Source: an optimization exercise on an open RTL-to-GDS flow (aim: small area, a short achievable clock period and few clock cycles per item). Production flows keep margins and buffers that such runs may drop. Only simulation tests tie the RTL to the original design; equivalence was not proved.

## flow/design.v (module list and top-level ports; edited modules follow where they fit)
// module multiplierIEEE754_verilog: 246 lines
// module pnd: 5 lines
// module pnr: 5 lines
// module pan: 5 lines
// module mul24: 1597 lines
// module mul24_add: 136 lines
// module fa: 6 lines
// module ha: 6 lines
// module hai: 6 lines
module multiplierIEEE754_verilog(
    op1,
    op2,
    in_rdy,
    res,
    res_rdy,
    clk,
    rst
    );
  // ...
==> flow/flow/run.sh <==
#!/bin/bash
# The standard layout (the standard.sh, all of ORFS from synthesis to
# finish), except that the input and output ports are buffered with buf_2
# cells instead of the cell buffer_ports picks by itself.
set -euo pipefail
bash standard.sh "BUFFER_PORTS_ARGS=-buffer_cell sky130_fd_sc_hd__buf_2" finish > standard_flow.log 2>&1
==> flow/standard.sh <==
#!/bin/bash
# synth_recipe.tcl (not shown) runs the flow's synth.tcl, then flattens the netlist and writes it again
# the make line also repeats each setting of config.mk as NAME=value (left out here)
make -C /OpenROAD-flow-scripts/flow DESIGN_CONFIG=/design/flow/config.mk WORK_HOME=/design/flow/orfs CLKGATE_MAP_FILE= SYNTH_SCRIPT=/design/flow/synth_recipe.tcl "${@:-finish}"
==> flow/config.mk <==
export PLATFORM = sky130hd
export DESIGN_NAME = multiplierIEEE754_verilog
export DESIGN_NICKNAME = multiplierIEEE754_verilog
export VERILOG_FILES = /design/flow/design.v
export SDC_FILE = /design/flow/constraint.sdc
export NUM_CORES = 4
export LEC_CHECK = 0
export ABC_AREA = 1
export CAP_MARGIN = 20
export CORE_MARGIN = 2
export CORE_UTILIZATION = 40
export SETUP_SLACK_MARGIN = 1
export SLEW_MARGIN = 20
export SYNTH_HIERARCHICAL = 1
==> flow/constraint.sdc <==
create_clock -name core_clock -period 12.0 [get_ports {clk}]
set_input_delay 2.4000 -clock core_clock [delete_from_list [all_inputs] [get_ports {clk}]]
set_output_delay 2.4000 -clock core_clock [all_outputs]
set_load 0.01 [all_outputs]
==> flow_summary.json, run 1 <==
{
  "rsz0062_at_grt": "yes",
  "drv_slew": 0,
  "m1WireLength_um": 33400,
  "r2r_slack_ps": 8390,
  "fin_crit_sh": 0.872,
  "final_util": 0.417,
  "synth_edf_count": 0,
  "hpwl_um": 60200,
  "drive_above_1_share": 0.0908,
  "grt_pass1_wl_um": 126000,
  "nMultiInputCombCells": 2450,
  "critPathLaunchType": "input pin",
  "antenna_cells": 0,
  "dr_wl_met3_um": 7450,
  "status": "complete, no violations",
  "crit_start": "op2[24]",
  "cts_resized": 0,
  "cts.sinks": 68,
  "top_regs": "res (32), qr_r (25), eb_r (8)",
  "worstReg2RegStart": "pend",
  "min_path_cells": 2,
  "io_pins": 100,
  "yosysSeqAreaShare": 0.0578,
  "num-nonclk-buffers": 162,
  "largest_reg_flops": 32,
  "grt_pass1_vias": 21700,
  "synth_top_family_by_area": "adder cells",
  "via_count": 20700,
  "gp_congestion": 0.916,
  "cap_violations": 0,
  "synthMuxAreaShare": 0.00211,
  "ff2ff_path_depth": 16,
  "fin_nets": 3622,
  "layout_commonest_cell": "nand2_1",
  "synth_common_cells": "nand2_1 (1136), fa_1 (510), inv_1 (257), nand3_1 (165), nor2_1 (111)",
  "relSlewSlack": 0.345,
  "multiInputGateArea_um2": 19900
}
Testbench counts, summed over its fixed seeds: cycles 6,488, items 3,200.
==> run 2, diff against run 1 <==
==> flow/flow/run.sh (replaced) <==
#!/bin/bash
# The standard layout (the standard.sh, all of ORFS from synthesis to
# finish), except that the input and output ports are buffered with buf_4
# cells instead of the cell buffer_ports picks by itself.
set -euo pipefail
bash standard.sh "BUFFER_PORTS_ARGS=-buffer_cell sky130_fd_sc_hd__buf_4" finish > standard_flow.log 2>&1
==> run 2 against run 1 <==
Die area stayed put. Global-route usage shrank 0.53 points. Critical endpoint unchanged. Critical path type unchanged. Routed wire length shrank 0.75%. Non-clock buffer count fell by 35. Highest routed layer is now met4. Synthesized cell count unchanged. Register-to-register slack lost 50 ps. Critical path depth unchanged. Fmax is 1.2% higher. Sequential share of layout area barely moved. Core utilization about the same. Hold slack barely moved. Cell count fell by 0.94%.
==> flow_summary.json, run 2 <==
{
  "dieArea_um2": 61300,
  "relSlewSlack": 0.392,
  "dpl_cell_area_um2": 24200,
  "fin_area_um2": 24500,
  "cp_common_cell": "fa_1",
  "cts_tree": "built",
  "wirelength_um": 79100,
  "gp_congestion": 0.920,
  "wl_per_cell_um": 21.4,
  "drive_above_1_share": 0.0795,
  "yosysMostFrequentCell": "nand2_1",
  "ys.flop_type": "dfxtp_1",
  "worst_pin_slew_ps": 910,
  "rsz0062_at_grt": "no",
  "synth_edf_count": 0,
  "ys_ff_latch": 68,
  "cts-htree-levels": 3,
  "finalSetupViolCount": 0,
  "drv_slew": 0,
  "worst_path_largest_cell_delay_ps": 580,
  "hpwl_um": 56600,
  "arrival_ps": 10630,
  "critPathCaptureType": "register",
  "cts_hold_buf": 0,
  "cts_max_path_buffers": 2,
  "drc": 0,
  "synthArstFlopShare": 0.0294,
  "io_pins": 100,
  "vias_per_cell": 5.54,
  "grt_pass1_vias": 21100,
  "cp_slowest_cell": "fa_1",
  "yosysSeqAreaShare": 0.0578,
  "root_buffer": "clkbuf_16",
  "cts_buffers": 9,
  "start_util": 0.404,
  "fin_worst_skew_ps": 10.7,
  "finalCriticalPeriod_ps": 10340,
  "clk_pin_slew_ps": 60,
  "drt_iter0_markers": 1758,
  "ys.warnings.count": 7,
  "synth_common_cells": "nand2_1 (1136), fa_1 (510), inv_1 (257), nand3_1 (165), nor2_1 (111)",
  "hold_viol": 0,
  "ys_top_cells_by_area": "fa_1 (43%), nand2_1 (18%), dfxtp_1 (5.6%)",
  "io_buffer_count": 99,
  "layout_commonest_cell": "nand2_1",
  "syn_avg_cell_area_um2": 8.04,
  "fp.coreArea_um2": 58800,
  "topRoutingLayerUsed": "met4",
  "hold_class": "register to register",
  "largest_reg_flops": 32,
  "dr.pass1.iters": 6,
  "critPathLaunchType": "input pin",
  "cts.sinks": 68,
  "fin_crit_sh": 0.862,
  "worstSetupPathType": "input pin to register",
  "fmax_ghz": 0.0967,
  "layout_common_cells": "nand2_1 (1135), fa_1 (510), inv_1 (257), nand3_1 (165), buf_4 (127)",
  "setup_tns_ps": 0,
  "ys_types": 61,
  "required_ps": 12290,
  "syn_to_final_growth_pct": 3.35,
  "antenna_found_initial": 0,
  "clock_latency_ps": 350,
  "die-height_um": 248,
  "grt_util_all_layers": 0.263,
  "synth_top_area_share": 0.430,
  "fin_nets": 3587,
  "dr_wl_met3_um": 7000,
  "die_w_um": 248,
  "grt_max_degree": 64,
  "gr-total-overflow": 0,
  "status": "complete, no violations",
  "antenna_cells": 0,
  "synthCells": 2952,
  "top_regs": "res (32), qr_r (25), eb_r (8)",
  "critPathMaxFanout": 11,
  "syn_area_um2": 23700,
  "cap_violations": 0,
  "wl_met2_um": 36400,
  "synth_top_area_cell": "fa_1",
  "rows": 89,
  "via_count": 20500,
  "regMostFlops": "res",
  "m1WireLength_um": 33900,
  "postRouteAntennaNets": 0,
  "grt_pass1_wl_um": 124000
}
## run 2: what timing repair did
item,CTS,global route
setup endpoints to repair,0,9
resized for setup,0,2
hold endpoints to repair,0,0
buffers inserted,0,0
## run 2: Yosys stat by module, one instance, submodules excluded
module                     cells inside  flops+latches
pnd                                   1              0
mul24_add                           266              0
hai                                   5              0
pnr                                   1              0
fa                                    1              0
mul24                               673              0
pan                                   2              0
multiplierIEEE754_verilog          1349             68
## run 2: layer usage
metal | GRT usage | vias up
met5 | 0 | -
met4 | 0.0646 | 0
met3 | 0.0403 | 137
met2 | 0.429 | 1030
met1 | 0.368 | 10300
li1 | - | 9070
## run 2: cells by family (layout without fill, tap and decap cells)
kind of cell	after synthesis	count (layout)	share of synthesized area
xor+xnor	75	75	0.0301
fa+ha+maj	596	596	0.476
other cells	1	3	0.000158
mux	5	5	0.00211
simple gates	1513	1513	0.262
flops	68	68	0.0578
compound gates	258	258	0.0676
buf+inv	436	411	0.105
## run 2: final cells by class
type | instances | area [um2]
fillers | 5992 | 34300
multi-input cells | 2450 | 19900
flip-flops and latches | 68 | 1370
inverters | 268 | 1010
well taps | 773 | 967
repair buffers | 127 | 953
clock buffers | 10 | 239
clock inverters | 6 | 95.1
## run 2: final timing paths
path,start,end,slack (ps),depth (start not counted)
max,op2[27],res[25],1660,32
min,s_r,res[31],610,2
max reg2reg,pend,res[25],8340,16
min in group asynchronous,rst,pend,1890,2
max in group asynchronous,rst,pend,9990,2
min reg2reg,s_r,res[31],610,2
## run 2: stage by stage
step / util / cells / setup slack (ps) / hold slack [ps]
floorplan: - / 2954 / 2310 / 433
global placement: 0.411 / 3686 / 1020 / 606
detailed placement: 0.411 / 3686 / 1000 / 624
CTS: 0.417 / 3702 / 1330 / 633
global route: 0.417 / 3702 / 1060 / 639
finish: 0.417 / 3702 / 1660 / 612
## run 2: worst max-delay path, delay by kind of cell
| family | cells | cell delay [ps] |
|---|---|---|
| and+or+nand+nor | 16 | 2820 |
| adders and majority gates | 9 | 4230 |
| AOI/OAI and AO/OA | 3 | 600 |
| buffers and inverters | 4 | 530 |

[what the ideal ports hide]
In the flow no input, the clock included, has a driving cell. The finished layouts below were timed again as built, in two steps.
Step 1 (the two cells are an assumption about what drives the block):
set clk [get_ports {clk}]
set_driving_cell -lib_cell sky130_fd_sc_hd__clkbuf_16 $clk
set_driving_cell -lib_cell sky130_fd_sc_hd__buf_2 [delete_from_list [all_inputs] $clk]
Step 2 moves the port delays by t, midway between the first and last clock arrival at a register: inputs arrive t later, outputs are due t later. That takes back most of the time a late clock gives input paths.
a / b / c = ideal ports / drivers / drivers and shift; a / b = the first two.
| run | t, ns | slack for setup (ns) | worst setup path after step 2 |
|---|---|---|---|
| run 1 | 0.384 | 1.535 / 1.547 / 1.163 | input to register |
| run 2 | 0.380 | 1.656 / 1.659 / 1.279 | input to register |
After both steps setup and hold are still met in every run listed. For run 2, which loses most, drivers alone change the setup slack by +0.003 ns; drivers and shift together by -0.377 ns.
